This design comes from an exercise in tuning for small area, a short achievable clock period and few clock cycles on the open sky130 flow, not from production work.
In this exercise RTL edits were held to simulation tests only and were not proved equivalent to the original.
Power is estimated from default activity; no workload was simulated.

`flow/run.sh`:
```
#!/bin/bash
# synth_recipe.tcl (not shown) runs the flow's synth.tcl, then flattens the netlist and writes it again
# the make line also repeats each setting of config.mk as NAME=value (left out here)
make -C /OpenROAD-flow-scripts/flow DESIGN_CONFIG=/design/flow/config.mk WORK_HOME=/design/flow/orfs CLKGATE_MAP_FILE= SYNTH_SCRIPT=/design/flow/synth_recipe.tcl finish
```
`flow/config.mk`:
```
export PLATFORM = sky130hd
export DESIGN_NAME = FemtoRV32
export DESIGN_NICKNAME = FemtoRV32
export VERILOG_FILES = /design/flow/design.v
export SDC_FILE = /design/flow/constraint.sdc
export NUM_CORES = 4
export LEC_CHECK = 0
export CAP_MARGIN = 20
export CORE_MARGIN = 2
export CORE_UTILIZATION = 45
export PLACE_DENSITY = 0.6
export SLEW_MARGIN = 20
```
`flow/constraint.sdc`:
```
create_clock -name core_clock -period 8.5 [get_ports {clk}]
set_input_delay 1.7000 -clock core_clock [delete_from_list [all_inputs] [get_ports {clk}]]
set_output_delay 1.7000 -clock core_clock [all_outputs]
set_load 0.01 [all_outputs]
```
`flow/design.v`:
```
module FemtoRV32(
   input  wire        clk,
   output wire [31:0] mem_addr,   
   output wire [31:0] mem_wdata,  
   output wire [3:0]  mem_wmask,  
   input  wire [31:0] mem_rdata,  
   output wire        mem_rstrb,  
   input  wire        mem_rbusy,  
   input  wire        mem_wbusy,  
   input  wire        reset       
);
   parameter RESET_ADDR       = 32'h00000000;
   parameter ADDR_WIDTH       = 24;
   localparam AW = ADDR_WIDTH;
   reg [AW-1:0] fpc;       
   reg [AW-1:0] dpc;       
   reg          f_pend;    
   reg          f_kill;    
   reg          ev;        
   reg [31:2]   ei;        
   reg [31:0]   e_rs1;
   reg [31:0]   e_rs2;
   reg [AW-1:0] e_pc;
   reg [AW-1:0] e_link;    
   reg e_isLoad, e_isStore, e_isBranch, e_isJAL, e_isJALR;
   reg e_isLUI, e_isAUIPC, e_isALUreg, e_isALUimm, e_isSYS;
   reg e_wr;               
   reg e_sub;              
   reg          wv;
   reg [4:0]    w_rd;
   reg [2:0]    w_f3;
   reg [1:0]    w_a;
   reg [31:0]   cycles;
   reg [31:0] registerFile [31:0];
   wire        rf_we;
   wire [4:0]  rf_wa;
   wire [31:0] rf_wd;
   always @(posedge clk) begin
      if (rf_we)
         registerFile[rf_wa] <= rf_wd;
   end
   wire [4:0] e_rd = ei[11:7];
   wire [2:0] e_f3 = ei[14:12];
   wire [31:0] Uimm = {    ei[31],   ei[30:12], {12{1'b0}}};
   wire [31:0] Iimm = {{21{ei[31]}}, ei[30:20]};
   wire [31:0] Simm = {{21{ei[31]}}, ei[30:25],ei[11:7]};
   wire [31:0] Bimm = {{20{ei[31]}}, ei[7],ei[30:25],ei[11:8],1'b0};
   wire [31:0] Jimm = {{12{ei[31]}}, ei[19:12],ei[20],ei[30:21],1'b0};
   wire e_isMem = e_isLoad | e_isStore;
   wire e_isCT  = e_isBranch | e_isJAL | e_isJALR;
   wire [31:0] aluIn2 = (e_isALUreg | e_isBranch) ? e_rs2 : Iimm;
   wire [32:0] addsub = {1'b0, e_rs1} + {1'b0, aluIn2 ^ {32{e_sub}}} + {32'b0, e_sub};
   wire LTU = ~addsub[32];
   wire LT  = (e_rs1[31] ^ aluIn2[31]) ? e_rs1[31] : LTU;
   wire EQ  = (e_rs1 == e_rs2);
   wire        shl = ~e_f3[2];
   wire [31:0] rs1_rev;
   genvar gi;
   generate for (gi = 0; gi < 32; gi = gi + 1) begin : REV1
      assign rs1_rev[gi] = e_rs1[31-gi];
   end endgenerate
   wire [31:0] sh_in  = shl ? rs1_rev : e_rs1;
   wire        sh_fill = ei[30] & e_rs1[31] & ~shl;    
   wire [31:0] sh_s0 = aluIn2[0] ? {{ 1{sh_fill}}, sh_in[31: 1]} : sh_in;
   wire [31:0] sh_s1 = aluIn2[1] ? {{ 2{sh_fill}}, sh_s0[31: 2]} : sh_s0;
   wire [31:0] sh_s2 = aluIn2[2] ? {{ 4{sh_fill}}, sh_s1[31: 4]} : sh_s1;
   wire [31:0] sh_s3 = aluIn2[3] ? {{ 8{sh_fill}}, sh_s2[31: 8]} : sh_s2;
   wire [31:0] sh_r  = aluIn2[4] ? {{16{sh_fill}}, sh_s3[31:16]} : sh_s3;
   wire [31:0] sh_rev;
   generate for (gi = 0; gi < 32; gi = gi + 1) begin : REV2
      assign sh_rev[gi] = sh_r[31-gi];
   end endgenerate
   wire [31:0] sh_out = shl ? sh_rev : sh_r[31:0];
   reg [31:0] aluOut;
   always @(*) begin
      case (e_f3)
        3'd0: aluOut = addsub[31:0];
        3'd2: aluOut = {31'b0, LT};
        3'd3: aluOut = {31'b0, LTU};
        3'd4: aluOut = e_rs1 ^ aluIn2;
        3'd6: aluOut = e_rs1 | aluIn2;
        3'd7: aluOut = e_rs1 & aluIn2;
        default: aluOut = sh_out;
      endcase
   end
   wire [AW-1:0] pcimm = e_pc + ( ei[3] ? Jimm[AW-1:0] :
                                  ei[4] ? Uimm[AW-1:0] :
                                          Bimm[AW-1:0] );
   wire [AW-1:0] lsa = e_rs1[AW-1:0] + (e_isStore ? Simm[AW-1:0] : Iimm[AW-1:0]);
   /*verilator lint_off WIDTH*/
   wire [31:0] eres =
      (e_isSYS              ? cycles : 32'b0) |
      (e_isLUI              ? Uimm   : 32'b0) |
      ((e_isALUreg|e_isALUimm) ? aluOut : 32'b0) |
      (e_isAUIPC            ? pcimm  : 32'b0) |
      ((e_isJAL|e_isJALR)   ? e_link : 32'b0);
   /*verilator lint_on WIDTH*/
   wire predicate =
        (e_f3 == 3'd0) &  EQ  |
        (e_f3 == 3'd1) & !EQ  |
        (e_f3 == 3'd4) &  LT  |
        (e_f3 == 3'd5) & !LT  |
        (e_f3 == 3'd6) &  LTU |
        (e_f3 == 3'd7) & !LTU ;
   wire taken = e_isJAL | e_isJALR | (e_isBranch & predicate);
   wire bus_free = ~mem_rbusy & ~mem_wbusy;
   wire e_act  = ev & ~wv;              
   wire e_memw = e_act & e_isMem;       
   wire e_go   = e_act & (~e_isMem | bus_free);
   wire f_issue = bus_free & ~e_memw;   
   wire spec    = e_act & e_isCT;       
   wire [AW-1:0] tgt   = e_isJALR ? {lsa[AW-1:1], 1'b0} : pcimm;
   wire [AW-1:0] faddr = spec ? tgt : fpc;
   wire f_arr  = f_pend & ~mem_rbusy;   
   wire e_free = ~ev | e_go;
   wire d_load = f_arr & e_free;
   wire d_valid = d_load & ~f_kill & ~(e_go & taken);
   wire w_done = wv & ~mem_rbusy;
   /*verilator lint_off WIDTH*/
   assign mem_addr  = e_memw ? lsa : faddr;
   /*verilator lint_on WIDTH*/
   assign mem_rstrb = bus_free & (e_memw ? e_isLoad : 1'b1);
   wire [1:0] la = lsa[1:0];
   wire [3:0] STORE_wmask =
              (e_f3[1:0] == 2'b00) ? (la[1] ? (la[0] ? 4'b1000 : 4'b0100) :
                                              (la[0] ? 4'b0010 : 4'b0001)) :
              (e_f3[1:0] == 2'b01) ? (la[1] ? 4'b1100 : 4'b0011) :
                                     4'b1111;
   assign mem_wmask = {4{bus_free & e_memw & e_isStore}} & STORE_wmask;
   assign mem_wdata = (e_f3[1:0] == 2'b00) ? {4{e_rs2[7:0]}} :
                      (e_f3[1:0] == 2'b01) ? {2{e_rs2[15:0]}} :
                                             e_rs2;
   wire [15:0] LOAD_halfword = w_a[1] ? mem_rdata[31:16] : mem_rdata[15:0];
   wire  [7:0] LOAD_byte     = w_a[0] ? LOAD_halfword[15:8] : LOAD_halfword[7:0];
   wire LOAD_sign = ~w_f3[2] & ((w_f3[1:0] == 2'b00) ? LOAD_byte[7] : LOAD_halfword[15]);
   wire [31:0] LOAD_data =
         (w_f3[1:0] == 2'b00) ? {{24{LOAD_sign}}, LOAD_byte} :
         (w_f3[1:0] == 2'b01) ? {{16{LOAD_sign}}, LOAD_halfword} :
                                mem_rdata;
   assign rf_we = wv ? (w_done & (w_rd != 5'd0)) : (e_go & e_wr);
   assign rf_wa = wv ? w_rd : e_rd;
   assign rf_wd = wv ? LOAD_data : eres;
   wire [4:0] d_op  = mem_rdata[6:2];
   wire [2:0] d_f3  = mem_rdata[14:12];
   wire [4:0] d_rd  = mem_rdata[11:7];
   wire [4:0] d_rs1 = mem_rdata[19:15];
   wire [4:0] d_rs2 = mem_rdata[24:20];
   wire d_isLoad   = (d_op == 5'b00000);
   wire d_isALUimm = (d_op == 5'b00100);
   wire d_isAUIPC  = (d_op == 5'b00101);
   wire d_isStore  = (d_op == 5'b01000);
   wire d_isALUreg = (d_op == 5'b01100);
   wire d_isLUI    = (d_op == 5'b01101);
   wire d_isBranch = (d_op == 5'b11000);
   wire d_isJALR   = (d_op == 5'b11001);
   wire d_isJAL    = (d_op == 5'b11011);
   wire d_isSYS    = (d_op == 5'b11100);
   wire d_sub = d_isBranch |
                ((d_isALUreg | d_isALUimm) & (d_f3[2:1] == 2'b01)) |
                (d_isALUreg & (d_f3 == 3'd0) & mem_rdata[30]);
   wire d_wr  = (d_rd != 5'd0) & ~(d_isLoad | d_isStore | d_isBranch);
   wire byp1 = ev & e_wr & (e_rd == d_rs1);
   wire byp2 = ev & e_wr & (e_rd == d_rs2);
   wire [31:0] rf1 = (d_rs1 == 5'd0) ? 32'b0 : registerFile[d_rs1];
   wire [31:0] rf2 = (d_rs2 == 5'd0) ? 32'b0 : registerFile[d_rs2];
   wire patch1 = w_done & (w_rd != 5'd0) & (w_rd == ei[19:15]);
   wire patch2 = w_done & (w_rd != 5'd0) & (w_rd == ei[24:20]);
   always @(posedge clk) begin
      if (d_load) begin
         ei    <= mem_rdata[31:2];
         e_rs1 <= byp1 ? eres : rf1;
         e_rs2 <= byp2 ? eres : rf2;
         e_pc  <= dpc;
         e_link <= fpc;
         e_isLoad   <= d_isLoad;
         e_isStore  <= d_isStore;
         e_isBranch <= d_isBranch;
         e_isJAL    <= d_isJAL;
         e_isJALR   <= d_isJALR;
         e_isLUI    <= d_isLUI;
         e_isAUIPC  <= d_isAUIPC;
         e_isALUreg <= d_isALUreg;
         e_isALUimm <= d_isALUimm;
         e_isSYS    <= d_isSYS;
         e_wr  <= d_wr;
         e_sub <= d_sub;
      end else begin
         if (patch1) e_rs1 <= LOAD_data;
         if (patch2) e_rs2 <= LOAD_data;
      end
      if (e_go & e_isLoad) begin
         w_rd <= e_rd;
         w_f3 <= e_f3;
         w_a  <= la;
      end
   end
   always @(posedge clk) begin
      if (!reset) begin
         fpc    <= RESET_ADDR[AW-1:0];
         f_pend <= 1'b0;
         f_kill <= 1'b0;
         ev     <= 1'b0;
         wv     <= 1'b0;
      end else begin
         if (f_issue) begin
            f_pend <= 1'b1;
            f_kill <= spec & ~taken;
            dpc    <= faddr;
            if (~(spec & ~taken)) fpc <= faddr + 4;
         end else begin
            if (f_arr & (e_free | f_kill)) f_pend <= 1'b0;
            if (e_go & taken) begin
               f_kill <= 1'b1;
               fpc    <= tgt;
            end
         end
         if (d_load)    ev <= d_valid;
         else if (e_go) ev <= 1'b0;
         if (e_go & e_isLoad) wv <= 1'b1;
         else if (w_done)     wv <= 1'b0;
      end
   end
   always @(posedge clk) begin
      if(!reset) cycles <= 0;
      else cycles <= cycles + 1;
   end
endmodule
```
==> impl_metrics.tcl, run 1 <==
set metrics [dict create \
    syn_inst 5217 \
    cts_setup_buffers 0 \
    die_w_um 401.5 \
    slew_headroom_pct 13.39 \
    setup_violations 0 \
    async_flop_share_pct 0 \
    yosys.cell_types.count 96 \
    syn_area_per_cell_sq_um 13.63 \
    grt_usage_pct 33.67 \
    cts_max_path_buffers 3 \
    max_stage_delay_ns 0.73 \
    maxSlewViolCount 0 \
    grt_pass1_wl_um 382200 \
    hpwl_um 179900 \
    ff_latch_area_sq_um 37510 \
    cp-end-kind "output pin" \
    vias 51198 \
    yosysWarnings 1 \
    ant_nets 0 \
    leakagePower_uw 0.02668 \
    drt_iter0_markers 7499 \
    grt_pass1_vias 48898 \
    nNetsFinal 5425 \
    ys_seq_area_share_pct 52.75 \
    start_util_pct 45.41 \
    rr_endpoint "registerFile[7][18]" \
    overflow 0 \
    synthesis.area_sq_um 71100 \
    grt_start_max_net_pins 104 \
    critPathArrivalTime_ns 5.65 \
    hold_path_class "reg -> reg" \
    wl_per_cell_um 37.06 \
    maxUsedRoutingLayer "met5" \
    core_area_sq_um 156600 \
    nFillCells 13159 \
    portBuffers 96 \
    fin_crit_ns 7.347 \
    worst_pin_slew_ns 1.299 \
    antenna_found_initial 9 \
    insertion_delay_ns 0.80 \
    clock_sinks 1269 \
    startpoint "ei[31]" \
    r2r_start "e_isBranch" \
    max-vdd-ir-drop_mv 0.2087 \
    yosys_most_used_dff "edfxtp_1" \
    first_pass_iters 7 \
    htree_levels 4 \
    critPathKind "reg -> out" \
    synth-edff-count 1209 \
    clk_root_buffer_cell "clkbuf_16" \
    drc 0 \
    finClkSkew_ns 0.04604 \
    gp_congestion 1.037 \
    period_share_pct 86.44 \
    drive_above_1_share_pct 21.03 \
    start_kind "flip-flop" \
    wl_um 274900 \
    multi_input_area_sq_um 32060 \
    viasPerCell 6.902 \
    cts_resized 0 \
    num_rows 145 \
    holdPathStages 0 \
    die_area_sq_um 161200 \
    cp.required_ns 6.80 \
    cts_hold_buf 0 \
    cellPowerDensity_nw_per_um2 182.2 \
    hold_viol 0 \
    syn2layout_area_growth_pct 11.61 \
    cp_max_fo 15 \
    power.total_uw 14460 \
    cts_buffers 141 \
    crit_end "mem_addr[20]" \
    wl_met1_um 104400 \
    die_h_um 401.5 \
    wl_met3_um 29040 \
    synth_seq_cells 1269 \
    top_level_ports 105 \
    crit_slowest_cell "edfxtp_1" \
    rsz0062_at_grt "no" \
    status "finished clean" \
    tns_ns 0 \
    r2r_cells 17 \
    dp_cells 7159 \
    reg2reg_slack_ns 1.84 \
    cp_cell_sequence "inv_1 -> nor2_1 -> a21o_1 -> ha_1 -> a21oi_1 -> o21ai_0 -> a31oi_1 -> a21oi_1 -> o41ai_1 -> xor2_1 -> a221oi_2 -> nand2_1 -> o21ai_0 -> clkdlybuf4s50_1" \
    clk_pin_slew_ns 0.06 \
    max_clock_freq_mhz 136.1 \
    stdcell_count 7418 \
    maxCapViolations 0 \
    fin_util_pct 50.69 \
    tritoncts "built" \
    wl_met2_um 124500 \
]
state kept, by name, summed over array words and instances (netlist names), 2 cells and up:
signal,cells
cycles,32
dpc,24
e_link,24
e_pc,24
e_rs1,32
e_rs2,32
ei,27
fpc,24
registerFile,1024
w_a,2
w_f3,3
w_rd,5
per-layer routing:
layer  track usage, %  vias up
met5                0        -
met4            18.03        2
met3            7.373      659
met2            51.39     3323
met1            45.11    26231
li1                 -    20983
cell families (layout without fill, tap and decap cells):
family / after synthesis / count (layout) / synth area share, %
AOI/OAI and AO/OA: 1215 / 1215 / 11.04
xor gates and xnor gates: 179 / 179 / 2.205
adders and majority gates: 145 / 145 / 2.583
buffers and inverters: 517 / 647 / 2.868
DFF: 1269 / 1269 / 52.75
muxes: 876 / 876 / 22.03
other: 1 / 14 / 0.005274
and+or+nand+nor: 1015 / 1015 / 6.518
final cells by class:
type,count,share of cell area (%)
Tap cell,2058,3.245
Multi-Input combinational cell,3438,40.39
Sequential cell,1269,47.26
Inverter,127,0.6070
Clock buffer,183,4.750
Antenna cell,6,0.01892
Clock inverter,70,0.7599
Timing Repair Buffer,267,2.963
worst max-delay path, delay by kind of cell, from the launching register on:
| family | cells | cell delay (ns) |
|---|---|---|
| AO/OA/AOI/OAI | 8 | 2.09 |
| AND/OR/NAND/NOR | 2 | 0.59 |
| adder cells (fa/ha/maj) | 1 | 0.35 |
| XOR/XNOR | 1 | 0.22 |
| flip-flops | 1 | 0.73 |
| buffers and inverters | 2 | 0.89 |
power breakdown:
group | switching, uW | internal, uW | total (uW)
sequential | 53.2 | 6890 | 6940
combinational | 1020 | 594 | 1610
clock | 2580 | 3320 | 5910
total | 3650 | 10800 | 14500
through the flow:
stage / cell area, sq um / setup slack [ns] / hold WS [ns]
floorplan: 71130 / 2.326 / 0.4003
global placement: 74930 / 2.098 / 0.4012
detailed placement: 74960 / 1.996 / 0.4045
CTS: 79330 / 1.242 / 0.3863
global route: 79340 / 0.8119 / 0.3960
finish: 79360 / 1.153 / 0.3875
cell usage after synthesis (64+ instances only):
library cell  count  area (sq um)
edfxtp_1       1209         36300
mux4_2          543         12230
nand2_1         338          1269
a21oi_1         328          1642
nor2_1          313          1175
o21ai_0         279          1396
clkbuf_1        265         994.7
mux2i_1         254          2542
ha_1            142          1777
inv_1           118         442.9
xnor2_1          93         814.5
xor2_1           86         753.2
nand3_1          84         420.4
mux2_2           79         889.6
buf_1            78         292.8
a221oi_1         71         621.9
nor3_1           65         325.3
a31oi_1          64         400.4
worst min path at each step:
stage / start / end
detailed placement: dpc[18] / e_pc[18]
CTS: dpc[1] / e_pc[1]
floorplan: dpc[0] / e_pc[0]
global route: dpc[1] / e_pc[1]
finish: dpc[1] / e_pc[1]
global placement: dpc[16] / e_pc[16]
cells in the final DEF, fill, tap and decap left out, types with 34 or more instances in the layout:
master and n:
mux2_2 79, o211ai_1 43, dfxtp_1 59, a211oi_1 55, and3_1 35, nor3_1 62
a31oi_1 54, xnor2_1 93, a21oi_1 319, mux2i_1 248, nor2_1 278, o21ai_0 279
a22oi_1 57, a221oi_1 71, xor2_1 86, buf_4 165, nor2_4 34, nand2_1 338
mux4_2 543, clkdlybuf4s50_1 86, ha_1 142, clkbuf_16 144, nand3_1 84, a21o_1 55
edfxtp_1 1209, inv_1 114, clkbuf_1 37
Testbench counts, summed over its fixed seeds: cycles 30,791.
==> inputs of run 2 (changes only) <==
--- a/flow/design.v
+++ b/flow/design.v
@@ -21,5 +21,9 @@
    reg [31:0]   e_rs1;
-   reg [31:0]   e_rs2;
-   reg [AW-1:0] e_pc;
+   reg [31:0]   e_rs2;     
+   reg          e_useRs2;
+   reg [AW-1:0] e_pcimm;   
    reg [AW-1:0] e_link;    
+   reg [11:0]   e_lsimm;   
+   reg [AW-1:0] e_lsa;     
+   reg          e_lsok;    
    reg e_isLoad, e_isStore, e_isBranch, e_isJAL, e_isJALR;
@@ -33,3 +37,2 @@
    reg [31:0]   cycles;
-   reg [31:0] registerFile [31:0];
    wire        rf_we;
@@ -37,6 +40,42 @@
    wire [31:0] rf_wd;
-   always @(posedge clk) begin
-      if (rf_we)
-         registerFile[rf_wa] <= rf_wd;
-   end
+   wire [32*32-1:0] rf_q;
+   assign rf_q[31:0] = 32'b0;
+   genvar gi;
+   generate for (gi = 1; gi < 32; gi = gi + 1) begin : RF
+      reg [31:0] x;
+      always @(posedge clk) begin
+         if (rf_we & (rf_wa == gi))
+            x <= rf_wd;
+      end
+      assign rf_q[32*gi +: 32] = x;
+   end endgenerate
+   function [31:0] rf_read;
+      input [4:0] idx;
+      input [32*32-1:0] q;
+      integer k;
+      begin
+         rf_read = 32'b0;
+         for (k = 1; k < 32; k = k + 1)
+            rf_read = rf_read | ({32{idx == k}} & q[32*k +: 32]);
+      end
+   endfunction
+   function [32:0] fast_add;
+      input [31:0] a;
+      input [31:0] b;
+      input        cin;
+      reg   [32:0] g, p;
+      integer l, i, j;
+      begin
+         g = {a & b, cin};      
+         p = {a ^ b, 1'b0};
+         for (l = 0; l < 6; l = l + 1)
+            for (i = 0; i < 33; i = i + 1)
+               if ((i >> l) & 1) begin
+                  j = ((i >> l) << l) - 1;
+                  g[i] = g[i] | (p[i] & g[j]);
+                  p[i] = p[i] & p[j];
+               end
+         fast_add = {g[32], (a ^ b) ^ g[31:0]};
+      end
+   endfunction
    wire [4:0] e_rd = ei[11:7];
@@ -50,10 +89,9 @@
    wire e_isCT  = e_isBranch | e_isJAL | e_isJALR;
-   wire [31:0] aluIn2 = (e_isALUreg | e_isBranch) ? e_rs2 : Iimm;
-   wire [32:0] addsub = {1'b0, e_rs1} + {1'b0, aluIn2 ^ {32{e_sub}}} + {32'b0, e_sub};
+   wire [31:0] aluIn2 = e_rs2;
+   wire [32:0] addsub = fast_add(e_rs1, aluIn2, e_sub);
    wire LTU = ~addsub[32];
-   wire LT  = (e_rs1[31] ^ aluIn2[31]) ? e_rs1[31] : LTU;
-   wire EQ  = (e_rs1 == e_rs2);
+   wire LT  = (e_rs1[31] ^ ~aluIn2[31]) ? e_rs1[31] : LTU;    
+   wire EQ  = &(e_rs1 ^ e_rs2);                             
    wire        shl = ~e_f3[2];
    wire [31:0] rs1_rev;
-   genvar gi;
    generate for (gi = 0; gi < 32; gi = gi + 1) begin : REV1
@@ -85,6 +123,4 @@
    end
-   wire [AW-1:0] pcimm = e_pc + ( ei[3] ? Jimm[AW-1:0] :
-                                  ei[4] ? Uimm[AW-1:0] :
-                                          Bimm[AW-1:0] );
-   wire [AW-1:0] lsa = e_rs1[AW-1:0] + (e_isStore ? Simm[AW-1:0] : Iimm[AW-1:0]);
+   wire [AW-1:0] pcimm = e_pcimm;
+   wire [AW-1:0] lsa = e_lsa;
    /*verilator lint_off WIDTH*/
@@ -106,6 +142,7 @@
    wire bus_free = ~mem_rbusy & ~mem_wbusy;
-   wire e_act  = ev & ~wv;              
+   wire e_recalc = ev & ~wv & ~e_lsok;   
+   wire e_act  = ev & ~wv & e_lsok;     
    wire e_memw = e_act & e_isMem;       
    wire e_go   = e_act & (~e_isMem | bus_free);
-   wire f_issue = bus_free & ~e_memw;   
+   wire f_issue = bus_free & ~e_memw & ~(e_recalc & f_pend);   
    wire spec    = e_act & e_isCT;       
@@ -118,6 +155,9 @@
    wire w_done = wv & ~mem_rbusy;
+   wire          sel_lsa = e_act & (e_isMem | e_isJALR);
+   wire [AW-1:0] addr_nl = (e_act & (e_isBranch | e_isJAL)) ? pcimm : fpc;
+   wire [AW-1:0] addr_o  = sel_lsa ? {lsa[AW-1:1], lsa[0] & ~e_isJALR} : addr_nl;
    /*verilator lint_off WIDTH*/
-   assign mem_addr  = e_memw ? lsa : faddr;
+   assign mem_addr  = addr_o;
    /*verilator lint_on WIDTH*/
-   assign mem_rstrb = bus_free & (e_memw ? e_isLoad : 1'b1);
+   assign mem_rstrb = bus_free & (e_memw ? e_isLoad : ~(e_recalc & f_pend));
    wire [1:0] la = lsa[1:0];
@@ -157,2 +197,9 @@
    wire d_isSYS    = (d_op == 5'b11100);
+   wire [31:0] d_Uimm = {    mem_rdata[31],   mem_rdata[30:12], {12{1'b0}}};
+   wire [31:0] d_Bimm = {{20{mem_rdata[31]}}, mem_rdata[7],mem_rdata[30:25],mem_rdata[11:8],1'b0};
+   wire [31:0] d_Jimm = {{12{mem_rdata[31]}}, mem_rdata[19:12],mem_rdata[20],mem_rdata[30:21],1'b0};
+   wire [31:0] d_imm = mem_rdata[3] ? d_Jimm : mem_rdata[4] ? d_Uimm : d_Bimm;
+   wire [32:0] d_pcimm_sum = fast_add({{(32-AW){1'b0}}, dpc}, d_imm, 1'b0);
+   wire [AW-1:0] d_pcimm = d_pcimm_sum[AW-1:0];
+   wire [11:0] d_lsimm = d_isStore ? {mem_rdata[31:25], mem_rdata[11:7]} : mem_rdata[31:20];
    wire d_sub = d_isBranch |
@@ -160,2 +207,4 @@
                 (d_isALUreg & (d_f3 == 3'd0) & mem_rdata[30]);
+   wire d_useRs2 = d_isALUreg | d_isBranch | d_isStore;
+   wire [31:0] d_Iimm = {{21{mem_rdata[31]}}, mem_rdata[30:20]};
    wire d_wr  = (d_rd != 5'd0) & ~(d_isLoad | d_isStore | d_isBranch);
@@ -163,6 +212,13 @@
    wire byp2 = ev & e_wr & (e_rd == d_rs2);
-   wire [31:0] rf1 = (d_rs1 == 5'd0) ? 32'b0 : registerFile[d_rs1];
-   wire [31:0] rf2 = (d_rs2 == 5'd0) ? 32'b0 : registerFile[d_rs2];
+   wire [31:0] rf1 = rf_read(d_rs1, rf_q);
+   wire [31:0] rf2 = rf_read(d_rs2, rf_q);
    wire patch1 = w_done & (w_rd != 5'd0) & (w_rd == ei[19:15]);
-   wire patch2 = w_done & (w_rd != 5'd0) & (w_rd == ei[24:20]);
+   wire patch2 = w_done & (w_rd != 5'd0) & (w_rd == ei[24:20]) & e_useRs2;
+   wire [31:0] d_rs1v   = byp1 ? eres : rf1;
+   wire [31:0] lsa_rs1  = e_recalc ? e_rs1 : rf1;
+   wire [11:0] lsa_imm  = e_recalc ? e_lsimm : d_lsimm;
+   wire d_useLsa = d_isLoad | d_isStore | d_isJALR;
+   wire [32:0] lsa_sum  = fast_add({{(32-AW){1'b0}}, lsa_rs1[AW-1:0]},
+                                   {{(32-12){lsa_imm[11]}}, lsa_imm}, 1'b0);
+   wire [AW-1:0] lsa_next = lsa_sum[AW-1:0];
    always @(posedge clk) begin
@@ -170,6 +226,10 @@
          ei    <= mem_rdata[31:2];
-         e_rs1 <= byp1 ? eres : rf1;
-         e_rs2 <= byp2 ? eres : rf2;
-         e_pc  <= dpc;
-         e_link <= fpc;
+         e_rs1 <= d_rs1v;
+         e_lsa <= lsa_next;
+         e_lsok <= ~(byp1 & d_useLsa);
+         e_rs2 <= (~d_useRs2 ? d_Iimm : byp2 ? eres : rf2) ^ {32{d_sub}};
+         e_useRs2 <= d_useRs2;
+         e_pcimm <= d_pcimm;
+         e_link  <= fpc;
+         e_lsimm <= d_lsimm;
          e_isLoad   <= d_isLoad;
@@ -187,4 +247,11 @@
       end else begin
-         if (patch1) e_rs1 <= LOAD_data;
-         if (patch2) e_rs2 <= LOAD_data;
+         if (patch1) begin
+            e_rs1 <= LOAD_data;
+            if (e_isMem | e_isJALR) e_lsok <= 1'b0;
+         end
+         if (e_recalc) begin
+            e_lsa  <= lsa_next;
+            e_lsok <= 1'b1;
+         end
+         if (patch2) e_rs2 <= LOAD_data ^ {32{e_sub}};
       end
--- a/flow/config.mk
+++ b/flow/config.mk
@@ -7,6 +7,8 @@
 export LEC_CHECK = 0
+export ABC_CLOCK_PERIOD_IN_PS = 3500
 export CAP_MARGIN = 20
 export CORE_MARGIN = 2
-export CORE_UTILIZATION = 45
-export PLACE_DENSITY = 0.6
+export CORE_UTILIZATION = 35
+export PLACE_DENSITY = 0.5
+export SETUP_SLACK_MARGIN = 4.0
 export SLEW_MARGIN = 20
==> run 2 against run 1 <==
Sequential power increased by 0.9%. Worst setup slack improved by 2.2 ns. Non-clock buffer count up 478. Wire length is 37% higher. Largest power group unchanged.
==> impl_metrics.tcl, run 2 <==
set metrics [dict create \
    layout_commonest_cell "edfxtp_1" \
    setup_violations 0 \
    tritoncts "built" \
    grt_start_max_net_pins 112 \
    cp-end-kind "flip-flop" \
    yosys.cell_types.count 96 \
    startpoint "mem_rdata[16]" \
    portBuffers 96 \
    htree_levels 4 \
    syn_inst 5669 \
    hold_path_class "reg -> reg" \
    synthTopCellsByCount "edfxtp_1 (1,206), a22oi_1 (852), nand2_1 (537)" \
    die_w_um 437.2 \
    ys_seq_area_share_pct 56.96 \
    r2r_start "e_rs1[17]" \
    yosysTopAreaCellShare_pct 55.13 \
    start_util_pct 35.09 \
    internal_power_uw 11210 \
    maxCapViolations 0 \
    synth_seq_cells 1266 \
    first_pass_iters 14 \
    synth_most_common_cell "edfxtp_1" \
    yosys.area.top_type "edfxtp_1" \
    critPathKind "in -> reg" \
    placed_cell_area_sq_um 71660 \
    critPathArrivalTime_ns 5.74 \
    cp_max_fo 17 \
    fin_crit_ns 5.192 \
    insertion_delay_ns 0.83 \
    max_clock_freq_mhz 192.6 \
    wl_per_cell_um 43.00 \
    clk_root_buffer_cell "clkbuf_16" \
    clk_pin_slew_ns 0.06 \
    pwr-share-clk_pct 41.7 \
    drc 0 \
    gp_congestion 1.018 \
    core_area_sq_um 187200 \
    start_kind "primary input" \
    num_rows 159 \
    nFillCells 17293 \
    slew_headroom_pct 17.10 \
    regMostFlops "RF.x" \
    synthesis.area_sq_um 65690 \
    grt_usage_pct 38.21 \
    ys_top_cells_by_area "edfxtp_1 (55%), a22oi_1 (9.7%), nand2_1 (3.1%)" \
    vias 60586 \
    maxSlewViolCount 0 \
    hold_viol 0 \
    overflow 0 \
    period_share_pct 61.09 \
    status "finished clean" \
    nNetsFinal 6306 \
    syn_area_per_cell_sq_um 11.59 \
    clock_sinks 1266 \
    ff_latch_area_sq_um 37420 \
    cts_buffers 144 \
    worst_pin_slew_ns 1.244 \
    viasPerCell 6.916 \
    ant_nets 0 \
    cts_max_path_buffers 3 \
    drt_iter0_markers 11515 \
    yosysWarnings 1 \
    pwr-share-comb_pct 12.5 \
    async_flop_share_pct 0 \
    die_h_um 437.2 \
    rsz0062_at_grt "yes" \
    multi_input_area_sq_um 28450 \
    final_area_sq_um 81820 \
    top_level_ports 105 \
    syn2layout_area_growth_pct 24.56 \
    tns_ns 0 \
    p_sw_uw 4090 \
    leakagePower_uw 0.02841 \
    die_area_sq_um 191200 \
    min_from "dpc[0]" \
    wl_um 376700 \
    finClkSkew_ns 0.05083 \
    seqPwrFrac_pct 45.7 \
    grt_pass1_wl_um 500500 \
    drive_above_1_share_pct 22.14 \
    grt_pass1_vias 56537 \
    yosys_most_used_dff "edfxtp_1" \
    cp.required_ns 9.05 \
    largest_register_ffs 992 \
    max-vdd-ir-drop_mv 0.1651 \
    layout_common_cells "edfxtp_1 (1,206), a22oi_1 (848), nand2_1 (522)" \
    cellPowerDensity_nw_per_um2 187.0 \
    swShare_pct 26.73 \
    synth-edff-count 1206 \
    antenna_found_initial 16 \
    hpwl_um 242400 \
]
-- run 2: changes by cell type after synthesis, moves of 99 or more --
| cell | previous run | this run |
|---|---|---|
| o21ai_0 | 279 | 180 |
| mux2i_1 | 254 | 119 |
| mux4_2 | 543 | 69 |
| a22oi_1 | 58 | 852 |
| nand2_1 | 338 | 537 |
| nor2_1 | 313 | 445 |
-- run 2: path summary, 6_finish.rpt --
check	end	slack, ns	cells after the start
worst min register to register	e_pcimm[0]	0.45	0
worst min-delay path	e_pcimm[0]	0.45	0
worst max register to register	RF[20].x[31]	3.80	20
worst max-delay path	e_lsa[23]	3.31	20
-- run 2: worst max-delay path, stage by stage --
cell	delay, ns
buf_12	0.11
buf_12	0.13
or2_4	0.31
buf_6	0.15
nor2_4	0.15
buf_6	0.37
buf_4	0.32
a22oi_1	0.13
and4_1	0.22
nand4_1	0.06
or4_1	0.47
nor2_1	0.09
a21oi_1	0.39
ha_1	0.36
nand3_1	0.08
nand2_1	0.08
nor3_2	0.19
o21bai_1	0.12
a21oi_1	0.17
xnor2_1	0.08
-- run 2: cell type report --
class | instances | area share [%]
multi-input cells | 3846 | 34.77
repair buffers | 745 | 9.192
inverters | 141 | 0.6805
repair inverters | 1 | 0.006117
clock inverters | 85 | 1.116
flip-flops and latches | 1266 | 45.73
clock buffers | 177 | 4.670
diodes | 4 | 0.01223
well taps | 2495 | 3.815
-- run 2: logic make-up (layout without fill, tap and decap cells) --
| family | Yosys count | in the layout | share of synthesized area (%) |
|---|---|---|---|
| buffers and inverters | 574 | 1149 | 3.579 |
| XOR/XNOR | 155 | 155 | 2.067 |
| AO/OA/AOI/OAI | 1797 | 1803 | 19.43 |
| multiplexers | 212 | 212 | 4.634 |
| adder cells (fa/ha/maj) | 125 | 125 | 2.552 |
| other | 1 | 12 | 0.005709 |
| flip-flops | 1266 | 1266 | 56.96 |
| AND/OR/NAND/NOR | 1539 | 1543 | 10.77 |
-- run 2: power by group through the flow --
| stage | logic, uW | clock network (uW) | registers (uW) |
|---|---|---|---|
| 4_1_cts | 1740 | 6390 | 6990 |
| 2_1_floorplan | 861 | 0 | 7090 |
| 5_1_grt | 1970 | 6640 | 7000 |
| 3_3_place_gp | 1540 | 0 | 7140 |
| 3_5_place_dp | 1540 | 0 | 7140 |
| 6_report | 1920 | 6390 | 7000 |
-- run 2: routing by layer --
layer	routed length (um)	share of wire, %	track usage [%]	vias to the layer above
li1	-	-	-	23377
met1	134200	36	47.44	30027
met2	159200	42	56.52	5571
met3	49800	13	12.46	1591
met4	33140	8.8	25.66	20
met5	332	0.088	0.8065	-
-- run 2: metrics by stage --
step	setup slack, ns	instances	power [uW]	util (%)	hold WS (ns)
global placement	1.348	8114	8677	38.13	0.4057
finish	3.308	8760	15300	43.71	0.4526
CTS	3.388	8683	15130	42.94	0.4428
floorplan	3.109	5676	7953	-	0.4003
detailed placement	1.337	8126	8681	38.28	0.4271
global route	3.233	8756	15610	43.70	0.4478
-- run 2: what timing repair did --
| action | CTS | global route |
|---|---|---|
| gates cloned | 18 | 4 |
| setup endpoints to repair | 1358 | 507 |
| gates resized for setup | 403 | 178 |
| pin swaps | 122 | 82 |
| setup buffers | 277 | 65 |
| hold buffers | 0 | 0 |
Testbench counts of run 2, summed over its fixed seeds: cycles 31,047.
==> inputs of run 3 (changes only) <==
--- a/flow/config.mk
+++ b/flow/config.mk
@@ -8,7 +8,10 @@
 export ABC_CLOCK_PERIOD_IN_PS = 3500
-export CAP_MARGIN = 20
+export CAP_MARGIN = 30
 export CORE_MARGIN = 2
 export CORE_UTILIZATION = 35
+export CTS_BUF_LIST = sky130_fd_sc_hd__clkbuf_8
+export CTS_CLUSTER_SIZE = 20
 export PLACE_DENSITY = 0.5
 export SETUP_SLACK_MARGIN = 4.0
-export SLEW_MARGIN = 20
+export SLEW_MARGIN = 30
+export TNS_END_PERCENT = 5
==> run 3 against run 2 <==
Final area shrank 2.2%. Synthesized cell count is the same. Combinational power shrank 6%. Clock power shrank 13%. Die area is the same. Clock-buffer cell count grew 42. Wire length shrank 1.5%. Area after synthesis is the same. Register-to-register slack lost 0.14 ns. Critical endpoint is now e_lsa[16]. Largest power group unchanged.
==> impl_metrics.tcl, run 3 <==
set metrics [dict create \
    grt_pass1_wl_um 492700 \
    tritoncts "built" \
    grt_pass1_vias 56953 \
    pre_cts_ws_ns 0.9405 \
    hold_viol 0 \
    period_share_pct 58.29 \
    viasPerCell 6.837 \
    nFillCells 17635 \
    power.total_uw 14380 \
    worst_pin_slew_ns 1.159 \
    multi_input_area_sq_um 27810 \
    rsz0062_at_grt "yes" \
    drt_iter0_markers 11727 \
    drc 0 \
    layout_common_cells "edfxtp_1 (1,206), a22oi_1 (846), nand2_1 (530)" \
    setup_violations 0 \
    maxCapViolations 0 \
    synth-edff-count 1206 \
    wl_per_cell_um 42.00 \
    regMostFlops "RF.x" \
    yosys.area_share.adder_pct 2.552 \
    gp_congestion 1.014 \
    cp_max_fo 9 \
    htree_levels 4 \
    hpwl_um 244800 \
    cp_top_family "simple AND/OR/NAND/NOR gates" \
    leakagePower_uw 0.02782 \
    layout_commonest_cell "edfxtp_1" \
    max_stage_delay_ns 0.47 \
    async_flop_share_pct 0 \
    finClkSkew_ns 0.1163 \
    critPathKind "in -> reg" \
    yosys_most_used_dff "edfxtp_1" \
    slew_headroom_pct 22.73 \
    num_rows 159 \
    synth_seq_cells 1266 \
    overflow 0 \
    yosysTopAreaCellShare_pct 55.13 \
    cp.required_ns 9.25 \
    ant_nets 0 \
    critPathArrivalTime_ns 5.70 \
    yosys.area.top_type "edfxtp_1" \
    first_pass_iters 12 \
    cp_cell_sequence "buf_12 -> buf_8 -> or2_4 -> buf_4 -> buf_12 -> nor2_4 -> buf_4 -> buf_4 -> a22oi_1 -> nand2_1 -> nor2_1 -> nand4_1 -> or4_4 -> nor2_1 -> a21oi_1 -> ha_1 -> and3_1 -> nand3_2 -> o21ai_4 -> o21a_1 -> a21oi_2 -> buf_4 -> fa_1 -> xnor2_1" \
    synth-simple-area-share_pct 10.77 \
    antenna_found_initial 14 \
    yosys.cell_types.count 96 \
    insertion_delay_ns 1.04 \
    clk_root_buffer_cell "clkbuf_8" \
    clk_pin_slew_ns 0.07 \
    core_area_sq_um 187200 \
    top_level_ports 105 \
    muxShareOfSynthArea_pct 4.634 \
    vias 60402 \
    portBuffers 96 \
    max-vdd-ir-drop_mv 0.1863 \
    ff_latch_area_sq_um 37420 \
    die_area_sq_um 191200 \
    synth_most_common_cell "edfxtp_1" \
    synth_compound_area_share_pct 19.43 \
    tns_ns 0 \
    cts_max_path_buffers 3 \
    syn_inst 5669 \
    synthTopCellsByCount "edfxtp_1 (1,206), a22oi_1 (852), nand2_1 (537)" \
    yosysWarnings 1 \
    grt_usage_pct 37.44 \
    synth_top_family_by_area "compound AO/OA/AOI/OAI gates" \
    worst_slack_ns 3.545 \
    ys_top_cells_by_area "edfxtp_1 (55%), a22oi_1 (9.7%), nand2_1 (3.1%)" \
    clock_sinks 1266 \
    die_h_um 437.2 \
    synthesis.area_sq_um 65690 \
    cts_buffers 217 \
    wl_um 371100 \
    cp_num_buf_inv 7 \
    drive_above_1_share_pct 20.61 \
    start_util_pct 35.09 \
    die_w_um 437.2 \
    largest_register_ffs 992 \
    hold_path_class "reg -> reg" \
    status "finished clean" \
    crit_slowest_cell "or4_4" \
    nNetsFinal 6307 \
    max_clock_freq_mhz 201.8 \
    synth-xor-area-share_pct 2.067 \
    ys_seq_area_share_pct 56.96 \
    fin_crit_ns 4.955 \
    syn2layout_area_growth_pct 21.82 \
    maxSlewViolCount 0 \
    start_kind "primary input" \
    cellPowerDensity_nw_per_um2 179.8 \
    grt_start_max_net_pins 90 \
    reg2reg_slack_ns 3.66 \
    syn_area_per_cell_sq_um 11.59 \
    cp_common_cell "buf_4" \
    cp-end-kind "flip-flop" \
]
run 3: logic make-up after synthesis:
| family | count (synthesis) |
|---|---|
| XOR/XNOR | 155 |
| flip-flops | 1266 |
| buffers and inverters | 574 |
| adder cells (fa/ha/maj) | 125 |
| AND/OR/NAND/NOR | 1539 |
| multiplexers | 212 |
| other | 1 |
| AO/OA/AOI/OAI | 1797 |
run 3: timing repair:
item,in CTS,in global routing
setup buffers,222,19
hold buffers,0,0
resized for setup,259,88
cloned,4,4
pin swaps,104,34
endpoints found under the setup margin,1085,692
run 3: layout make-up:
type                       instances  area share, %
timing repair inverter             1       0.006254
multi-input combinational       3837          34.75
tap                             2495          3.901
sequential                      1266          46.76
clock buffer                     219          3.767
timing repair buffer             682          8.559
clock inverter                   182          1.518
inverter                         141         0.6942
antenna                           12        0.03753
run 3: worst paths after layout:
| check | to | start | depth (start not counted) |
|---|---|---|---|
| setup / recovery | e_lsa[16] | mem_rdata[15] | 24 |
| setup reg to reg | RF[29].x[30] | ei[14] | 12 |
| hold / removal | e_pcimm[0] | dpc[0] | 0 |
| hold reg to reg | e_pcimm[0] | dpc[0] | 0 |
run 3: metrics by stage:
step | cells | hold slack (ns) | util, % | area [sq um]
floorplan | 5676 | 0.4003 | - | 66020
global placement | 8143 | 0.4079 | 38.20 | 71510
detailed placement | 8165 | 0.4057 | 38.50 | 72070
CTS | 8792 | 0.4060 | 42.36 | 79300
global route | 8825 | 0.4123 | 42.73 | 80000
finish | 8835 | 0.4095 | 42.75 | 80020
run 3: routing by layer:
layer / global-route usage [%] / vias to the layer above / part of all wire [%]
met5: 0.7056 / - / 0.065
met1: 46.58 / 29665 / 36
li1: - / 23414 / -
met2: 55.16 / 5606 / 42
met4: 25.51 / 12 / 9.1
met3: 12.11 / 1705 / 13
run 3: power by group:
part | switching [uW] | internal [uW] | total [uW]
Sequential | 66.7 | 6930 | 6990
Clock | 2770 | 2820 | 5590
Combinational | 1190 | 608 | 1800
Total | 4030 | 10400 | 14400
run 3: worst reg2reg max path, stage by stage, from the launching register on:
cell and delay (ns):
edfxtp_1 0.39, buf_4 0.45, xor2_1 0.26, mux2i_1 0.71, mux2_2 0.39, a21oi_1 0.09
a21oi_1 0.59, o21ai_0 0.17, a21o_1 0.20, a21oi_1 0.72, nor2_1 0.13, a21oi_2 0.14
buf_4 0.32
==> inputs of run 4 (changes only) <==
--- a/flow/config.mk
+++ b/flow/config.mk
@@ -14,3 +14,3 @@
 export PLACE_DENSITY = 0.5
-export SETUP_SLACK_MARGIN = 4.0
+export SETUP_SLACK_MARGIN = 3.7
 export SLEW_MARGIN = 30
==> run 4 against run 3 <==
Still clean on timing, DRC and antenna. Utilization is 0.37 points lower. Die area stayed put. Clock skew decreased by 0.0044 ns. Clock power rose by 3%. Area after synthesis unchanged. Wire length fell by 0.25%. Clock-buffer cell count up 4. Via count is 0.43% lower. Critical path type unchanged. Largest cell class unchanged. Largest power group unchanged.
==> impl_metrics.tcl, run 4 <==
set metrics [dict create \
    drive_above_1_share_pct 19.20 \
    fin_crit_ns 4.977 \
    yosys_most_used_dff "edfxtp_1" \
    hold_viol 0 \
    async_flop_share_pct 0 \
    max-vdd-ir-drop_mv 0.1403 \
    synthesis.area_sq_um 65690 \
    critPathKind "in -> reg" \
    synth_seq_cells 1266 \
    portBuffers 96 \
    start_kind "primary input" \
    crit_slowest_cell "or3_1" \
    clk_pin_slew_ns 0.06 \
    hpwl_um 244800 \
    layout_common_cells "edfxtp_1 (1,206), a22oi_1 (847), nand2_1 (534)" \
    syn_inst 5669 \
    grt_pass1_wl_um 491000 \
    ys_top_cells_by_area "edfxtp_1 (55%), a22oi_1 (9.7%), nand2_1 (3.1%)" \
    ant_nets 0 \
    die_h_um 437.2 \
    synth-edff-count 1206 \
    cp.required_ns 9.30 \
    syn_area_per_cell_sq_um 11.59 \
    num_rows 159 \
    syn2layout_area_growth_pct 20.76 \
    layout_commonest_cell "edfxtp_1" \
    clk_root_buffer_cell "clkbuf_8" \
    die_w_um 437.2 \
    max_clock_freq_mhz 200.9 \
    tns_ns 0 \
    critPathArrivalTime_ns 5.78 \
    wl_per_cell_um 42.12 \
    grt_usage_pct 37.37 \
    worst_pin_slew_ns 1.129 \
    status "finished clean" \
    fin_util_pct 42.37 \
    start_util_pct 35.09 \
    maxSlewViolCount 0 \
    maxCapViolations 0 \
    first_pass_iters 10 \
    cellPowerDensity_nw_per_um2 183.0 \
    yosys.cell_types.count 96 \
    viasPerCell 6.844 \
    leakagePower_uw 0.02749 \
    largest_register_ffs 992 \
    antenna_found_initial 20 \
    insertion_delay_ns 1.08 \
    finClkSkew_ns 0.1119 \
    cp_max_fo 12 \
    slew_headroom_pct 24.72 \
    cp-end-kind "flip-flop" \
    regMostFlops "RF.x" \
    wl_um 370100 \
    max_stage_delay_ns 0.47 \
    vias 60142 \
    core_area_sq_um 187200 \
    drt_iter0_markers 10944 \
    grt_start_max_net_pins 110 \
    setup_violations 0 \
    htree_levels 4 \
    yosysTopAreaCellShare_pct 55.13 \
    drc 0 \
    gp_congestion 1.012 \
    cts_buffers 216 \
    grt_pass1_vias 55984 \
    synth_most_common_cell "edfxtp_1" \
    period_share_pct 58.55 \
    overflow 0 \
    cp_cell_sequence "buf_16 -> nand3b_1 -> buf_4 -> nor2_4 -> buf_4 -> a22oi_1 -> and4_1 -> nand4_1 -> or3_1 -> nor2_1 -> a21oi_1 -> ha_1 -> and4_1 -> a211oi_1 -> a21oi_2 -> nor3_2 -> o21bai_2 -> buf_4 -> xor2_1" \
    cts_max_path_buffers 3 \
    nFillCells 17547 \
    yosys.area.top_type "edfxtp_1" \
    cp_common_cell "buf_4" \
    top_level_ports 105 \
    ys_seq_area_share_pct 56.96 \
    rsz0062_at_grt "yes" \
    nNetsFinal 6255 \
    die_area_sq_um 191200 \
    synthTopCellsByCount "edfxtp_1 (1,206), a22oi_1 (852), nand2_1 (537)" \
    yosysWarnings 1 \
    tritoncts "built" \
    clock_sinks 1266 \
    hold_path_class "reg -> reg" \
]
-- run 4: area by class of cell --
class	instances	area [sq um]	area share [%]
Inverter	141	549.3	0.6924
Antenna cell	20	50.05	0.06309
Timing Repair inverter	1	5.005	0.006309
Sequential cell	1266	37420	47.17
Clock inverter	173	1289	1.625
Timing Repair Buffer	628	6246	7.874
Clock buffer	223	3069	3.869
Multi-Input combinational cell	3840	27570	34.76
Tap cell	2495	3122	3.935
-- run 4: timing repair --
| action | 4_1_cts | 5_1_grt |
|---|---|---|
| gates resized for setup | 161 | 78 |
| endpoints found under the setup margin | 638 | 544 |
| setup buffers | 163 | 51 |
| hold endpoints to repair | 0 | 0 |
| pin swaps | 70 | 43 |
| gates cloned | 2 | 5 |
| hold buffers | 0 | 0 |
-- run 4: cells by family (layout without fill, tap and decap cells) --
| kind of cell | count (synthesis) | count (layout) | share of synthesized area, % |
|---|---|---|---|
| buffers and inverters | 574 | 1166 | 3.579 |
| adders and majority gates | 125 | 125 | 2.552 |
| and+or+nand+nor | 1539 | 1543 | 10.77 |
| AOI/OAI and AO/OA | 1797 | 1797 | 19.43 |
| xor gates and xnor gates | 155 | 155 | 2.067 |
| DFF | 1266 | 1266 | 56.96 |
| other | 1 | 28 | 0.005709 |
| muxes | 212 | 212 | 4.634 |
-- run 4: where the power goes --
group | switching [uW] | leakage [uW] | internal (uW)
logic | 1180 | 0.0137 | 575
registers | 68.9 | 0.0114 | 6930
clock network | 2790 | 0.00243 | 2980
-- run 4: worst paths after layout --
path | start | slack, ns | cells past startpoint | to
worst max-delay path | mem_rdata[17] | 3.52 | 19 | e_lsa[22]
worst min-delay path | dpc[0] | 0.44 | 0 | e_pcimm[0]
worst max register to register | e_rs1[27] | 3.67 | 16 | e_rs2[31]
worst min register to register | dpc[0] | 0.44 | 0 | e_pcimm[0]
-- run 4: critical path, delay by kind of cell --
kind            cells  cell delay (ns)
fa+ha+maj           1             0.31
simple gates        8             1.84
compound gates      5             0.91
buf+inv             4             0.86
xor+xnor            1             0.13
-- run 4: per-layer routing --
metal / global-route usage (%) / vias up / part of all wire [%]
met3: 11.63 / 1494 / 13
met2: 56.02 / 5502 / 43
li1: - / 23313 / -
met4: 22.93 / 12 / 7.9
met1: 47.04 / 29821 / 37
met5: 0 / - / 0.080
-- run 4: metrics by stage --
step / hold slack [ns] / cell area (sq um) / power, uW / worst slack, ns / cells
global route: 0.4381 / 79280 / 14860 / 3.470 / 8770
CTS: 0.4299 / 78280 / 14430 / 3.447 / 8705
finish: 0.4373 / 79320 / 14510 / 3.524 / 8787
floorplan: 0.4003 / 65940 / 7942 / 3.030 / 5676
detailed placement: 0.4234 / 71970 / 8681 / 1.012 / 8144
global placement: 0.4061 / 71300 / 8671 / 1.047 / 8118
==> inputs of run 5 (changes only) <==
--- a/flow/design.v
+++ b/flow/design.v
@@ -25,3 +25,2 @@
    reg [AW-1:0] e_link;    
-   reg [11:0]   e_lsimm;   
    reg [AW-1:0] e_lsa;     
@@ -218,2 +217,3 @@
    wire [31:0] lsa_rs1  = e_recalc ? e_rs1 : rf1;
+   wire [11:0] e_lsimm  = e_isStore ? {ei[31:25], ei[11:7]} : ei[31:20];   
    wire [11:0] lsa_imm  = e_recalc ? e_lsimm : d_lsimm;
@@ -233,3 +233,2 @@
          e_link  <= fpc;
-         e_lsimm <= d_lsimm;
          e_isLoad   <= d_isLoad;
--- a/flow/config.mk
+++ b/flow/config.mk
@@ -14,3 +14,3 @@
 export PLACE_DENSITY = 0.5
-export SETUP_SLACK_MARGIN = 3.7
+export SETUP_SLACK_MARGIN = 4.0
 export SLEW_MARGIN = 30
==> run 5 against run 4 <==
Still clean. Wire length about the same. Flip-flop and latch count shrank 5. Register-to-register slack lost 0.02 ns. Worst setup slack gained 0.095 ns. Sequential power about the same. Critical path depth down 9.
==> impl_metrics.tcl, run 5 <==
set metrics [dict create \
    status "finished clean" \
    clock_sinks 1261 \
    layout_commonest_cell "edfxtp_1" \
    start_kind "primary input" \
    syn_inst 5651 \
    grt_pass1_wl_um 489800 \
    yosysWarnings 1 \
    synthesis.area_sq_um 65700 \
    slew_headroom_pct 23.34 \
    cts_buffers 215 \
    max-vdd-ir-drop_mv 0.1222 \
    regMostFlops "RF.x" \
    reg2reg_slack_ns 3.65 \
    cellPowerDensity_nw_per_um2 178.6 \
    core_area_sq_um 187200 \
    drive_above_1_share_pct 21.05 \
    portBuffers 96 \
    syn_area_per_cell_sq_um 11.63 \
    viasPerCell 6.872 \
    cp-end-kind "flip-flop" \
    r2r_start "e_rs1[6]" \
    worst_pin_slew_ns 1.150 \
    antenna_found_initial 29 \
    leakagePower_uw 0.02765 \
    maxUsedRoutingLayer "met5" \
    startpoint "mem_wbusy" \
    synth_seq_cells 1261 \
    synth_most_common_cell "edfxtp_1" \
    yosys.cell_types.count 94 \
    ys_seq_area_share_pct 56.72 \
    hold_viol 0 \
    ant_nets 0 \
    tns_ns 0 \
    grt_pass1_vias 55866 \
    synthTopCellsByCount "edfxtp_1 (1,201), a22oi_1 (857), nand2_1 (507)" \
    grt_usage_pct 37.24 \
    cts_hold_buf 0 \
    nNetsFinal 6263 \
    overflow 0 \
    wl_um 369800 \
    largest_register_ffs 992 \
    async_flop_share_pct 0 \
    yosysTopAreaCellShare_pct 54.90 \
    synth-edff-count 1201 \
    wl_met1_um 131600 \
    die_w_um 437.3 \
    hpwl_um 238600 \
    maxSlewViolCount 0 \
    cp.required_ns 9.10 \
    insertion_delay_ns 1.05 \
    setup_violations 0 \
    num_rows 159 \
    cp_max_fo 22 \
    vias 60340 \
    die_area_sq_um 191200 \
    power.total_uw 14310 \
    crit_end "RF[24].x[6]" \
    max_clock_freq_mhz 204.8 \
    critPathArrivalTime_ns 5.48 \
    rr_endpoint "RF[11].x[16]" \
    top_level_ports 105 \
    clk_pin_slew_ns 0.06 \
    critPathKind "in -> reg" \
    hold_path_class "reg -> reg" \
    maxCapViolations 0 \
    ys_top_cells_by_area "edfxtp_1 (55%), a22oi_1 (9.8%), nand2_1 (2.9%)" \
    gp_congestion 1.000 \
    tritoncts "built" \
    wl_per_cell_um 42.12 \
    drc 0 \
    drt_iter0_markers 11781 \
    cts_max_path_buffers 3 \
    htree_levels 4 \
    grt_start_max_net_pins 97 \
    layout_common_cells "edfxtp_1 (1,201), a22oi_1 (848), nand2_1 (498)" \
    finClkSkew_ns 0.1283 \
    rsz0062_at_grt "yes" \
    yosys.area.top_type "edfxtp_1" \
    clk_root_buffer_cell "clkbuf_8" \
    first_pass_iters 13 \
    yosys_most_used_dff "edfxtp_1" \
    r2r_cells 16 \
    fin_crit_ns 4.882 \
    die_h_um 437.3 \
    wl_met2_um 155600 \
    period_share_pct 57.43 \
    wl_met3_um 49530 \
    start_util_pct 35.09 \
    syn2layout_area_growth_pct 21.93 \
]
-- run 5: cell types whose count changed after synthesis, sizes merged, moves of 8 or more --
cell | before | now
nor2 | 447 | 424
o221ai | 16 | 7
nor3 | 99 | 91
o211ai | 32 | 47
a221oi | 57 | 44
nand2 | 537 | 507
buf | 121 | 143
clkbuf | 312 | 283
mux2 | 21 | 46
o21ai | 214 | 222
mux2i | 121 | 142
a31o | 2 | 10
and3 | 22 | 52
-- run 5: where the power goes --
group / switching (uW) / internal [uW] / total (uW) / leakage [uW]
sequential: 77.0 / 6900 / 6970 / 0.0113
combinational: 1200 / 621 / 1820 / 0.0140
clock: 2760 / 2760 / 5510 / 0.00232
-- run 5: worst min-delay path by stage --
stage,slack [ns],to,from,depth (start not counted)
floorplan,0.40,e_pcimm[0],dpc[0],0
finish,0.42,e_pcimm[0],dpc[0],0
CTS,0.43,e_pcimm[0],dpc[0],0
global placement,0.40,e_pcimm[0],dpc[0],0
global route,0.45,e_pcimm[0],dpc[0],0
detailed placement,0.43,e_pcimm[0],dpc[0],0
-- run 5: area by class of cell --
cell class,count,area (sq um)
Antenna cell,8,20.02
Fill cell,17503,107100
Multi-Input combinational cell,3845,28320
Tap cell,2495,3122
Inverter,134,526.8
Timing Repair Buffer,645,6673
Sequential cell,1261,37270
Clock buffer,226,3110
Clock inverter,166,1060
-- run 5: critical path: stages --
cell	delay [ns]
clkdlybuf4s50_1	0.44
nor2_4	0.16
buf_4	0.15
nor2_1	0.05
nor2_1	0.31
nand2_1	0.09
o32ai_1	0.36
nand2_1	0.49
nor2_4	0.94
buf_4	0.75
-- run 5: cell families (layout without fill, tap and decap cells) --
group / count (synthesis) / in the layout / synth area share (%)
xor gates and xnor gates: 149 / 149 / 1.986
and+or+nand+nor: 1517 / 1521 / 10.71
other: 1 / 16 / 0.005708
AOI/OAI and AO/OA: 1783 / 1786 / 19.18
adders and majority gates: 125 / 125 / 2.552
muxes: 255 / 256 / 5.319
DFF: 1261 / 1261 / 56.72
buffers and inverters: 560 / 1171 / 3.523
-- run 5: timing repair --
| item | CTS | global route |
|---|---|---|
| setup endpoints to repair | 1277 | 967 |
| cloned | 16 | 3 |
| gates resized for setup | 333 | 115 |
| pin swaps | 101 | 71 |
| buffers inserted | 200 | 60 |
-- run 5: layer usage --
metal / track usage [%] / up-vias
met3: 11.85 / 1687
li1: - / 23338
met1: 46.39 / 29556
met5: 0.02520 / -
met2: 55.64 / 5735
met4: 23.99 / 24
-- run 5: metrics by stage --
step	hold slack, ns	worst slack (ns)	utilization [%]	instance area (sq um)	instances
floorplan	0.4003	3.146	-	66070	5658
global placement	0.4015	0.9419	37.97	71070	8079
detailed placement	0.4276	1.012	38.21	71520	8100
CTS	0.4308	3.698	42.24	79070	8708
global route	0.4522	3.561	42.78	80090	8774
finish	0.4244	3.618	42.79	80110	8780
Testbench counts of run 5, summed over its fixed seeds: cycles 31,047.
==> inputs of run 6 (changes only) <==
--- a/flow/design.v
+++ b/flow/design.v
@@ -25,2 +25,3 @@
    reg [AW-1:0] e_link;    
+   reg [11:0]   e_lsimm;   
    reg [AW-1:0] e_lsa;     
@@ -149,2 +150,3 @@
    wire [AW-1:0] faddr = spec ? tgt : fpc;
+   wire [32:0]   faddr_p4 = fast_add({{(32-AW){1'b0}}, faddr}, 32'd4, 1'b0);
    wire f_arr  = f_pend & ~mem_rbusy;   
@@ -217,8 +219,13 @@
    wire [31:0] lsa_rs1  = e_recalc ? e_rs1 : rf1;
-   wire [11:0] e_lsimm  = e_isStore ? {ei[31:25], ei[11:7]} : ei[31:20];   
    wire [11:0] lsa_imm  = e_recalc ? e_lsimm : d_lsimm;
    wire d_useLsa = d_isLoad | d_isStore | d_isJALR;
-   wire [32:0] lsa_sum  = fast_add({{(32-AW){1'b0}}, lsa_rs1[AW-1:0]},
-                                   {{(32-12){lsa_imm[11]}}, lsa_imm}, 1'b0);
-   wire [AW-1:0] lsa_next = lsa_sum[AW-1:0];
+   wire [32:0] lsa_lo   = fast_add({20'b0, lsa_rs1[11:0]}, {20'b0, lsa_imm}, 1'b0);
+   wire [AW-13:0] lsa_hi   = lsa_rs1[AW-1:12];
+   wire [32:0] lsa_hi_p = fast_add({{(44-AW){1'b0}}, lsa_hi}, 32'b0, 1'b1);
+   wire [32:0] lsa_hi_m = fast_add({{(44-AW){1'b0}}, lsa_hi}, 32'hffffffff, 1'b0);
+   wire [AW-13:0] lsa_hip1 = lsa_hi_p[AW-13:0];
+   wire [AW-13:0] lsa_him1 = lsa_hi_m[AW-13:0];
+   wire [AW-13:0] lsa_hsel = (lsa_lo[12] == lsa_imm[11]) ? lsa_hi :
+                             lsa_lo[12] ? lsa_hip1 : lsa_him1;
+   wire [AW-1:0] lsa_next = {lsa_hsel, lsa_lo[11:0]};
    always @(posedge clk) begin
@@ -233,2 +240,3 @@
          e_link  <= fpc;
+         e_lsimm <= d_lsimm;
          e_isLoad   <= d_isLoad;
@@ -274,3 +282,3 @@
             dpc    <= faddr;
-            if (~(spec & ~taken)) fpc <= faddr + 4;
+            if (~(spec & ~taken)) fpc <= faddr_p4[AW-1:0];
          end else begin
==> flow/config.mk (replaced) <==
export PLATFORM = sky130hd
export DESIGN_NAME = FemtoRV32
export DESIGN_NICKNAME = FemtoRV32
export VERILOG_FILES = /design/flow/design.v
export SDC_FILE = /design/flow/constraint.sdc
export NUM_CORES = 4
export LEC_CHECK = 0
export CAP_MARGIN = 20
export CORE_MARGIN = 2
export CORE_UTILIZATION = 35
export PLACE_DENSITY = 0.5
export SETUP_SLACK_MARGIN = 3.8
export SLEW_MARGIN = 20
==> run 6 against run 5 <==
Now fails the layout checks on capacitance limit, slew limit. Worst hold slack about the same. Sequential power hardly changed. Clock power up 17%. Clock skew shrank 0.063 ns. Final area grew 2.1%. Synthesized cell count up 2.0%. Global-route usage rose by 2.5 points. Critical path type unchanged.
==> impl_metrics.tcl, run 6 <==
set metrics [dict create \
    htree_levels 4 \
    finClkSkew_ns 0.06566 \
    largest_register_ffs 992 \
    cp.required_ns 9.05 \
    cp_common_cell "buf_6" \
    synthesis.area_sq_um 66780 \
    insertion_delay_ns 0.83 \
    viasPerCell 7.010 \
    crit_slowest_cell "or4_1" \
    cts_hold_buf 0 \
    cts_buffers 146 \
    ys_seq_area_share_pct 56.03 \
    cp-end-kind "flip-flop" \
    syn_inst 5762 \
    grt_pass1_vias 57190 \
    cellPowerDensity_nw_per_um2 186.3 \
    tns_ns 0 \
    drt_iter0_markers 11338 \
    yosys.area.top_type "edfxtp_1" \
    ant_nets 0 \
    die_h_um 440.8 \
    hold_path_class "reg -> reg" \
    slew_headroom_pct -22.65 \
    wl_um 399500 \
    nNetsFinal 6327 \
    clk_pin_slew_ns 0.06 \
    fin_crit_ns 5.232 \
    max_clock_freq_mhz 191.1 \
    die_w_um 440.8 \
    yosysTopAreaCellShare_pct 54.23 \
    async_flop_share_pct 0 \
    maxSlewViolCount 5 \
    cp_cell_sequence "buf_6 -> buf_6 -> and3b_2 -> and3_1 -> a2111oi_0 -> nand3_1 -> or4_1 -> o21ai_2 -> nor3b_1 -> and4b_1 -> mux2i_1 -> xnor2_1" \
    grt_start_max_net_pins 106 \
    max_stage_delay_ns 0.69 \
    wl_per_cell_um 45.35 \
    synthTopCellsByCount "edfxtp_1 (1,206), a22oi_1 (770), nand2_1 (538)" \
    grt_pass1_wl_um 521800 \
    num_rows 160 \
    whs_ns 0.4249 \
    yosysWarnings 1 \
    critPathArrivalTime_ns 5.78 \
    period_share_pct 61.55 \
    antenna_found_initial 29 \
    status "complete, but fails checks" \
    start_kind "primary input" \
    layout_common_cells "edfxtp_1 (1,206), a22oi_1 (753), nand2_1 (524)" \
    first_pass_iters 10 \
    gp_congestion 1.011 \
    synth-edff-count 1206 \
    clk_root_buffer_cell "clkbuf_16" \
    drc 0 \
    rsz0062_at_grt "yes" \
    layout_commonest_cell "edfxtp_1" \
    worst_pin_slew_ns 1.840 \
    start_util_pct 35.19 \
    reg2reg_slack_ns 3.73 \
    hold_viol 0 \
    die_area_sq_um 194300 \
    cp_max_fo 35 \
    core_area_sq_um 189800 \
    setup_violations 0 \
    top_level_ports 105 \
    synth_seq_cells 1266 \
    violations "capacitance limit, slew limit" \
    critPathKind "in -> reg" \
    syn2layout_area_growth_pct 22.48 \
    tritoncts "built" \
    syn_area_per_cell_sq_um 11.59 \
    portBuffers 96 \
    clock_sinks 1266 \
    vias 61749 \
    maxCapViolations 1 \
    synth_most_common_cell "edfxtp_1" \
    overflow 0 \
    grt_usage_pct 39.74 \
    drive_above_1_share_pct 20.74 \
    hpwl_um 255400 \
    ys_top_cells_by_area "edfxtp_1 (54%), a22oi_1 (8.7%), nand2_1 (3.0%)" \
    yosys_most_used_dff "edfxtp_1" \
    cts_max_path_buffers 3 \
    leakagePower_uw 0.02884 \
    yosys.cell_types.count 103 \
    nFillCells 17761 \
    max-vdd-ir-drop_mv 0.1677 \
    regMostFlops "RF.x" \
]
[run 6: path summary, 6_finish.rpt]
kind                       from         end  cells past startpoint
setup / recovery  mem_rdata[17]   e_lsa[23]                     12
hold / removal           dpc[0]  e_pcimm[0]                      0
setup reg to reg       e_rs2[2]     fpc[23]                     24
hold reg to reg          dpc[0]  e_pcimm[0]                      0
[run 6: kinds of logic (layout without fill, tap and decap cells)]
| family | Yosys count | after routing | synth area share [%] |
|---|---|---|---|
| AND/OR/NAND/NOR | 1672 | 1683 | 12.27 |
| XOR/XNOR | 148 | 148 | 1.941 |
| adder cells (fa/ha/maj) | 121 | 121 | 2.425 |
| AO/OA/AOI/OAI | 1733 | 1739 | 18.56 |
| flip-flops | 1266 | 1266 | 56.03 |
| other | 1 | 20 | 0.005616 |
| buffers and inverters | 577 | 1076 | 3.568 |
| multiplexers | 244 | 245 | 5.198 |
[run 6: final cells by class]
cell class                 instances  area, sq um  area share, %
antenna                           12        30.03        0.03671
clock buffer                     174         3874          4.736
clock inverter                    90        865.8          1.059
inverter                         140        553.0         0.6762
multi-input combinational       3944        29160          35.65
sequential                      1266        37420          45.75
tap                             2511         3142          3.841
timing repair buffer             672         6743          8.244
[run 6: what timing repair did]
action                     4_1_cts  5_1_grt
setup endpoints to repair     1470      683
gates resized for setup        253      178
cloned                          22        6
setup buffers                  209       67
pin swaps                       81       78
[run 6: metrics by stage]
step | power [uW] | std cells | worst slack (ns) | cell area [sq um] | utilization (%)
after floorplan | 7924 | 5769 | 2.827 | 67240 | -
after global placement | 8629 | 8220 | 0.7564 | 72310 | 38.10
after detailed placement | 8630 | 8226 | 0.7505 | 72440 | 38.17
after CTS | 15100 | 8721 | 3.500 | 80380 | 42.35
after global routing | 15520 | 8799 | 3.338 | 81770 | 43.08
final | 15240 | 8809 | 3.268 | 81790 | 43.10
[run 6: worst max-delay path: cells and delay by family]
kind,cells,cell delay (ns)
buffers and inverters,2,0.58
AOI/OAI and AO/OA,2,0.92
muxes,1,0.09
xor gates and xnor gates,1,0.15
and+or+nand+nor,6,2.30
[run 6: report_power, final]
group	total, uW	switching (uW)	leakage, uW	internal [uW]
clock	6450	2810	0.00232	3640
sequential	6990	75.7	0.0114	6920
combinational	1800	1210	0.0151	596
[run 6: metal layers]
metal	GRT usage (%)	wire, um
met5	0.7692	339
met4	26.68	34250
met3	12.13	50430
met2	58.88	169100
met1	49.79	145400
Testbench counts of run 6, summed over its fixed seeds: cycles 31,047.

## re-timing with driven ports
The flow's constraints put no driver on any port. The routed layouts listed below were extracted and timed again, unchanged, in two steps. Step 1 (the two cells are an assumption about what drives the block):
set clk [get_ports {clk}]
set_driving_cell -lib_cell sky130_fd_sc_hd__clkbuf_16 $clk
set_driving_cell -lib_cell sky130_fd_sc_hd__buf_2 [delete_from_list [all_inputs] $clk]
Step 2 adds t to the input delays and takes it off the output delays; t is the mean of the earliest and latest rising clock arrival at the registers after step 1. Input paths then give back, and output paths get back, about the clock's delay inside the block. Three values: no drivers, after step 1, after step 2; two values: the first two.
run | t (ns) | setup slack, ns | pins driven straight from the clock port
run 1 | 0.866 | 1.153 / 1.065 / 1.836 | 1
run 2 | 0.892 | 3.308 / 3.356 / 2.464 | 1
run 3 | 1.072 | 3.545 / 3.490 / 2.499 | 1
run 4 | 1.116 | 3.524 / 3.451 / 2.379 | 1
run 5 | 1.069 | 3.618 / 3.488 / 2.419 | 1
run 6 | 0.881 | 3.268 / 3.272 / 2.391 | 1
The setup slack of run 5, which loses most, moves by -0.130 ns with the drivers and by -1.199 ns with both steps.
